From an optimization exercise on the open Yosys and OpenROAD flow, aimed at small area and a short achievable clock period; shortcuts taken in it are not production practice.
The RTL was checked by simulation tests, not by an equivalence proof against the original design.

==> fjord: inputs <==
// div32p2
module div32p2(
    input  wire [63:0] x,
    input  wire [31:0] d,
    output wire [31:0] q,
    output wire [31:0] r,
    input  wire        clk,
    input  wire        rstn);
    wire sa0_q;
    wire [31:0] sa0_pn;
    dstep u_sa0 (.p(x[63:32]), .b(x[31]), .d(d), .q(sa0_q), .pn(sa0_pn));
    wire sa1_q;
    wire [31:0] sa1_pn;
    dstep u_sa1 (.p(sa0_pn), .b(x[30]), .d(d), .q(sa1_q), .pn(sa1_pn));
    wire sa2_q;
    wire [31:0] sa2_pn;
    dstep u_sa2 (.p(sa1_pn), .b(x[29]), .d(d), .q(sa2_q), .pn(sa2_pn));
    wire sa3_q;
    wire [31:0] sa3_pn;
    dstep u_sa3 (.p(sa2_pn), .b(x[28]), .d(d), .q(sa3_q), .pn(sa3_pn));
    wire sa4_q;
    wire [31:0] sa4_pn;
    dstep u_sa4 (.p(sa3_pn), .b(x[27]), .d(d), .q(sa4_q), .pn(sa4_pn));
    wire sa5_q;
    wire [31:0] sa5_pn;
    dstep u_sa5 (.p(sa4_pn), .b(x[26]), .d(d), .q(sa5_q), .pn(sa5_pn));
    wire sa6_q;
    wire [31:0] sa6_pn;
    dstep u_sa6 (.p(sa5_pn), .b(x[25]), .d(d), .q(sa6_q), .pn(sa6_pn));
    wire sa7_q;
    wire [31:0] sa7_pn;
    dstep u_sa7 (.p(sa6_pn), .b(x[24]), .d(d), .q(sa7_q), .pn(sa7_pn));
    reg [31:0] p1;
    reg [31:0] d1;
    reg [23:0] x1;
  ...
clock: 95.0 ns
lec_check: 0
abc_area: 1
cap_margin: 50
core_margin: 2
core_utilization: 45
gpl_timing_driven: 0
place_density: 0.6
slew_margin: 70
synth_hierarchical: 1
standard.sh (not shown) runs the stock make flow with config.mk's settings and CLKGATE_MAP_FILE= SYNTH_SCRIPT=/design/flow/synth_recipe.tcl, a recipe that flattens the netlist after the stock synthesis.
==> flow/flow/run.sh <==
#!/bin/bash
# Standard layout, unchanged (probe run).
bash standard.sh > standard.log 2>&1
==> pepper (differences from fjord) <==
--- a/flow/design.v
+++ b/flow/design.v
@@ -1,7 +1,7 @@
 `default_nettype none
-module dstep (
+module dstep_td (
     input  wire [31:0] p,
     input  wire        b,
     input  wire [31:0] d,
     output wire        q,
     output wire [31:0] pn);
@@ -115,48 +115,167 @@
     wire r_q = ~r_s[32];
     wire [31:0] r_pn = r_q ? r_s[31:0] : r_a[31:0];
     assign q = r_q;
     assign pn = r_pn;
 endmodule
+module dstep (
+    input  wire [31:0] p,
+    input  wire        b,
+    input  wire [31:0] d,
+    output wire        q,
+    output wire [31:0] pn);
+    wire [32:0] r_a = {p, b};
+    wire [32:0] r_nb = {1'b1, d};   
+    wire [32:0] r_g = r_a & r_nb;
+    wire [32:0] r_t = r_a | r_nb;
+    wire r_G1 = r_g[1] | (r_t[1] & r_a[0]) | (r_t[1] & r_nb[0]);
+    wire r_G2 = r_g[3] | (r_t[3] & r_g[2]);
+    wire r_P2 = r_t[3] & r_t[2];
+    wire r_G3 = r_g[5] | (r_t[5] & r_g[4]);
+    wire r_P3 = r_t[5] & r_t[4];
+    wire r_G4 = r_g[7] | (r_t[7] & r_g[6]);
+    wire r_P4 = r_t[7] & r_t[6];
+    wire r_G5 = r_g[9] | (r_t[9] & r_g[8]);
+    wire r_P5 = r_t[9] & r_t[8];
+    wire r_G6 = r_g[11] | (r_t[11] & r_g[10]);
+    wire r_P6 = r_t[11] & r_t[10];
+    wire r_G7 = r_g[13] | (r_t[13] & r_g[12]);
+    wire r_P7 = r_t[13] & r_t[12];
+    wire r_G8 = r_g[15] | (r_t[15] & r_g[14]);
+    wire r_P8 = r_t[15] & r_t[14];
+    wire r_G9 = r_g[17] | (r_t[17] & r_g[16]);
+    wire r_P9 = r_t[17] & r_t[16];
+    wire r_G10 = r_g[19] | (r_t[19] & r_g[18]);
+    wire r_P10 = r_t[19] & r_t[18];
+    wire r_G11 = r_g[21] | (r_t[21] & r_g[20]);
+    wire r_P11 = r_t[21] & r_t[20];
+    wire r_G12 = r_g[23] | (r_t[23] & r_g[22]);
+    wire r_P12 = r_t[23] & r_t[22];
+    wire r_G13 = r_g[25] | (r_t[25] & r_g[24]);
+    wire r_P13 = r_t[25] & r_t[24];
+    wire r_G14 = r_g[27] | (r_t[27] & r_g[26]);
+    wire r_P14 = r_t[27] & r_t[26];
+    wire r_G15 = r_g[29] | (r_t[29] & r_g[28]);
+    wire r_P15 = r_t[29] & r_t[28];
+    wire r_G16 = r_g[31] | (r_t[31] & r_g[30]);
+    wire r_P16 = r_t[31] & r_t[30];
+    wire r_G17 = r_G2 | (r_P2 & r_G1);
+    wire r_G18 = r_G4 | (r_P4 & r_G3);
+    wire r_P18 = r_P4 & r_P3;
+    wire r_G19 = r_G6 | (r_P6 & r_G5);
+    wire r_P19 = r_P6 & r_P5;
+    wire r_G20 = r_G8 | (r_P8 & r_G7);
+    wire r_P20 = r_P8 & r_P7;
+    wire r_G21 = r_G10 | (r_P10 & r_G9);
+    wire r_P21 = r_P10 & r_P9;
+    wire r_G22 = r_G12 | (r_P12 & r_G11);
+    wire r_P22 = r_P12 & r_P11;
+    wire r_G23 = r_G14 | (r_P14 & r_G13);
+    wire r_P23 = r_P14 & r_P13;
+    wire r_G24 = r_G16 | (r_P16 & r_G15);
+    wire r_P24 = r_P16 & r_P15;
+    wire r_G25 = r_G18 | (r_P18 & r_G17);
+    wire r_G26 = r_G20 | (r_P20 & r_G19);
+    wire r_P26 = r_P20 & r_P19;
+    wire r_G27 = r_G22 | (r_P22 & r_G21);
+    wire r_P27 = r_P22 & r_P21;
+    wire r_G28 = r_G24 | (r_P24 & r_G23);
+    wire r_P28 = r_P24 & r_P23;
+    wire r_G29 = r_G26 | (r_P26 & r_G25);
+    wire r_G30 = r_G28 | (r_P28 & r_G27);
+    wire r_P30 = r_P28 & r_P27;
+    wire r_G31 = r_G30 | (r_P30 & r_G29);
+    wire r_G32 = r_G27 | (r_P27 & r_G29);
+    wire r_G33 = r_G19 | (r_P19 & r_G25);
+    wire r_G34 = r_G21 | (r_P21 & r_G29);
+    wire r_G35 = r_G23 | (r_P23 & r_G32);
+    wire r_G36 = r_G3 | (r_P3 & r_G17);
+    wire r_G37 = r_G5 | (r_P5 & r_G25);
+    wire r_G38 = r_G7 | (r_P7 & r_G33);
+    wire r_G39 = r_G9 | (r_P9 & r_G29);
+    wire r_G40 = r_G11 | (r_P11 & r_G34);
+    wire r_G41 = r_G13 | (r_P13 & r_G32);
+    wire r_G42 = r_G15 | (r_P15 & r_G35);
+    wire [32:0] r_c = {r_G31, r_g[30], r_G42, r_g[28], r_G35, r_g[26], r_G41, r_g[24], r_G32, r_g[22], r_G40, r_g[20], r_G34, r_g[18], r_G39, r_g[16], r_G29, r_g[14], r_G38, r_g[12], r_G33, r_g[10], r_G37, r_g[8], r_G25, r_g[6], r_G36, r_g[4], r_G17, r_g[2], r_G1, r_t[0], 1'b1};
+    wire r_s0 = (r_a[0] ^ 1'b1) ^ r_nb[0];
+    wire r_s1 = (r_a[1] ^ (1'b1 ? r_t[0] : r_g[0])) ^ r_nb[1];
+    wire r_s2 = (r_a[2] ^ r_G1) ^ r_nb[2];
+    wire r_s3 = (r_a[3] ^ (r_G1 ? r_t[2] : r_g[2])) ^ r_nb[3];
+    wire r_s4 = (r_a[4] ^ r_G17) ^ r_nb[4];
+    wire r_s5 = (r_a[5] ^ (r_G17 ? r_t[4] : r_g[4])) ^ r_nb[5];
+    wire r_s6 = (r_a[6] ^ r_G36) ^ r_nb[6];
+    wire r_s7 = (r_a[7] ^ (r_G36 ? r_t[6] : r_g[6])) ^ r_nb[7];
+    wire r_s8 = (r_a[8] ^ r_G25) ^ r_nb[8];
+    wire r_s9 = (r_a[9] ^ (r_G25 ? r_t[8] : r_g[8])) ^ r_nb[9];
+    wire r_s10 = (r_a[10] ^ r_G37) ^ r_nb[10];
+    wire r_s11 = (r_a[11] ^ (r_G37 ? r_t[10] : r_g[10])) ^ r_nb[11];
+    wire r_s12 = (r_a[12] ^ r_G33) ^ r_nb[12];
+    wire r_s13 = (r_a[13] ^ (r_G33 ? r_t[12] : r_g[12])) ^ r_nb[13];
+    wire r_s14 = (r_a[14] ^ r_G38) ^ r_nb[14];
+    wire r_s15 = (r_a[15] ^ (r_G38 ? r_t[14] : r_g[14])) ^ r_nb[15];
+    wire r_s16 = (r_a[16] ^ r_G29) ^ r_nb[16];
+    wire r_s17 = (r_a[17] ^ (r_G29 ? r_t[16] : r_g[16])) ^ r_nb[17];
+    wire r_s18 = (r_a[18] ^ r_G39) ^ r_nb[18];
+    wire r_s19 = (r_a[19] ^ (r_G39 ? r_t[18] : r_g[18])) ^ r_nb[19];
+    wire r_s20 = (r_a[20] ^ r_G34) ^ r_nb[20];
+    wire r_s21 = (r_a[21] ^ (r_G34 ? r_t[20] : r_g[20])) ^ r_nb[21];
+    wire r_s22 = (r_a[22] ^ r_G40) ^ r_nb[22];
+    wire r_s23 = (r_a[23] ^ (r_G40 ? r_t[22] : r_g[22])) ^ r_nb[23];
+    wire r_s24 = (r_a[24] ^ r_G32) ^ r_nb[24];
+    wire r_s25 = (r_a[25] ^ (r_G32 ? r_t[24] : r_g[24])) ^ r_nb[25];
+    wire r_s26 = (r_a[26] ^ r_G41) ^ r_nb[26];
+    wire r_s27 = (r_a[27] ^ (r_G41 ? r_t[26] : r_g[26])) ^ r_nb[27];
+    wire r_s28 = (r_a[28] ^ r_G35) ^ r_nb[28];
+    wire r_s29 = (r_a[29] ^ (r_G35 ? r_t[28] : r_g[28])) ^ r_nb[29];
+    wire r_s30 = (r_a[30] ^ r_G42) ^ r_nb[30];
+    wire r_s31 = (r_a[31] ^ (r_G42 ? r_t[30] : r_g[30])) ^ r_nb[31];
+    wire r_s32 = (r_a[32] ^ r_G31) ^ r_nb[32];
+    wire [32:0] r_s = {r_s32, r_s31, r_s30, r_s29, r_s28, r_s27, r_s26, r_s25, r_s24, r_s23, r_s22, r_s21, r_s20, r_s19, r_s18, r_s17, r_s16, r_s15, r_s14, r_s13, r_s12, r_s11, r_s10, r_s9, r_s8, r_s7, r_s6, r_s5, r_s4, r_s3, r_s2, r_s1, r_s0};
+    wire r_q = ~r_s[32];
+    wire [31:0] r_pn = r_q ? r_s[31:0] : r_a[31:0];
+    assign q = r_q;
+    assign pn = r_pn;
+endmodule
 module div32p2(
     input  wire [63:0] x,
     input  wire [31:0] d,
     output wire [31:0] q,
     output wire [31:0] r,
     input  wire        clk,
     input  wire        rstn);
+    wire [31:0] dn = ~d;
     wire sa0_q;
     wire [31:0] sa0_pn;
-    dstep u_sa0 (.p(x[63:32]), .b(x[31]), .d(d), .q(sa0_q), .pn(sa0_pn));
+    dstep_td u_sa0 (.p(x[63:32]), .b(x[31]), .d(d), .q(sa0_q), .pn(sa0_pn));
     wire sa1_q;
     wire [31:0] sa1_pn;
-    dstep u_sa1 (.p(sa0_pn), .b(x[30]), .d(d), .q(sa1_q), .pn(sa1_pn));
+    dstep_td u_sa1 (.p(sa0_pn), .b(x[30]), .d(d), .q(sa1_q), .pn(sa1_pn));
     wire sa2_q;
     wire [31:0] sa2_pn;
-    dstep u_sa2 (.p(sa1_pn), .b(x[29]), .d(d), .q(sa2_q), .pn(sa2_pn));
+    dstep_td u_sa2 (.p(sa1_pn), .b(x[29]), .d(d), .q(sa2_q), .pn(sa2_pn));
     wire sa3_q;
     wire [31:0] sa3_pn;
-    dstep u_sa3 (.p(sa2_pn), .b(x[28]), .d(d), .q(sa3_q), .pn(sa3_pn));
+    dstep_td u_sa3 (.p(sa2_pn), .b(x[28]), .d(d), .q(sa3_q), .pn(sa3_pn));
     wire sa4_q;
     wire [31:0] sa4_pn;
-    dstep u_sa4 (.p(sa3_pn), .b(x[27]), .d(d), .q(sa4_q), .pn(sa4_pn));
+    dstep_td u_sa4 (.p(sa3_pn), .b(x[27]), .d(d), .q(sa4_q), .pn(sa4_pn));
     wire sa5_q;
     wire [31:0] sa5_pn;
-    dstep u_sa5 (.p(sa4_pn), .b(x[26]), .d(d), .q(sa5_q), .pn(sa5_pn));
+    dstep_td u_sa5 (.p(sa4_pn), .b(x[26]), .d(d), .q(sa5_q), .pn(sa5_pn));
     wire sa6_q;
     wire [31:0] sa6_pn;
-    dstep u_sa6 (.p(sa5_pn), .b(x[25]), .d(d), .q(sa6_q), .pn(sa6_pn));
+    dstep_td u_sa6 (.p(sa5_pn), .b(x[25]), .d(d), .q(sa6_q), .pn(sa6_pn));
     wire sa7_q;
     wire [31:0] sa7_pn;
-    dstep u_sa7 (.p(sa6_pn), .b(x[24]), .d(d), .q(sa7_q), .pn(sa7_pn));
+    dstep_td u_sa7 (.p(sa6_pn), .b(x[24]), .d(d), .q(sa7_q), .pn(sa7_pn));
     reg [31:0] p1;
-    reg [31:0] d1;
+    reg [31:0] d1;   
     reg [23:0] x1;
     reg [31:24] q1;
     always @(posedge clk) begin
         p1 <= sa7_pn;
-        d1 <= d;
+        d1 <= dn;
         x1 <= x[23:0];
         q1 <= {sa0_q, sa1_q, sa2_q, sa3_q, sa4_q, sa5_q, sa6_q, sa7_q};
     end
     wire sb0_q;
     wire [31:0] sb0_pn;
@@ -208,11 +327,11 @@
     dstep u_sb15 (.p(sb14_pn), .b(x1[8]), .d(d1), .q(sb15_q), .pn(sb15_pn));
     wire sb16_q;
     wire [31:0] sb16_pn;
     dstep u_sb16 (.p(sb15_pn), .b(x1[7]), .d(d1), .q(sb16_q), .pn(sb16_pn));
     reg [31:0] p2;
-    reg [31:0] d2;
+    reg [31:0] d2;   
     reg [6:0] x2;
     reg [31:7] q2;
     reg        rz;   
     always @(posedge clk) begin
         p2 <= sb16_pn;
==> flow/flow/run.sh (replaced) <==
#!/bin/bash
# The standard layout (the standard.sh, synthesis unchanged), except that the port
# buffers that placement inserts on every input and output are sky130_fd_sc_hd__buf_2
# instead of the delay cell clkdlybuf4s50_1 the default picks.
set -euo pipefail
export BUFFER_PORTS_ARGS="-buffer_cell sky130_fd_sc_hd__buf_2"
bash standard.sh > standard.log 2>&1
--- a/flow/config.mk
+++ b/flow/config.mk
@@ -6,10 +6,10 @@
 export NUM_CORES = 4
 export LEC_CHECK = 0
 export ABC_AREA = 1
 export CAP_MARGIN = 50
 export CORE_MARGIN = 2
-export CORE_UTILIZATION = 45
+export CORE_UTILIZATION = 38
 export GPL_TIMING_DRIVEN = 0
-export PLACE_DENSITY = 0.6
+export PLACE_DENSITY = 0.85
 export SLEW_MARGIN = 70
 export SYNTH_HIERARCHICAL = 1
==> quartz (differences from fjord) <==
==> flow/flow/run.sh (replaced) <==
#!/bin/bash
# The standard layout (the standard.sh, synthesis unchanged), except that the port
# buffers that placement inserts on every input and output are sky130_fd_sc_hd__buf_2
# instead of the delay cell clkdlybuf4s50_1 the default picks.
set -euo pipefail
export BUFFER_PORTS_ARGS="-buffer_cell sky130_fd_sc_hd__buf_2"
bash standard.sh > standard.log 2>&1
==> notes.md <==
- pepper finished clean. fjord completed without violations. quartz passed the timing, DRC and antenna checks.
- In area after synthesis, quartz and fjord do not differ.
- Against pepper, the via count of fjord is higher by 4.8%.
- Wire length, highest first: fjord, quartz, pepper.
- The lowest register-to-register slack belongs to pepper, the highest to fjord.
- Final cell count, highest first: quartz, fjord, pepper.

-- afterwards: timing with drivers on the ports --
How much do the figures lean on ideal ports? The routed layouts below were timed once more, with nothing changed but the port constraints. Step 1 assumes that a clkbuf_16 drives the clock port and a buf_2 every other input. Step 2 moves the port delays by t, midway between the first and last clock arrival at a register: inputs arrive t later, outputs are due t later. That takes back most of the time a late clock gives input paths. Three values: no drivers, after step 1, after step 2; two values: the first two.
| run | t, ns | setup WS [ns] | cell pins on the clock port's net |
|---|---|---|---|
| fjord | 0.638 | 62.028 / 61.948 / 61.478 | 1 |
| pepper | 0.611 | 61.846 / 61.769 / 61.888 | 1 |
| quartz | 0.619 | 62.272 / 62.247 / 61.697 | 1 |
After both steps setup and hold are still met in every run listed. The setup slack of quartz, which loses most, moves by -0.025 ns with the drivers and by -0.575 ns with both steps.
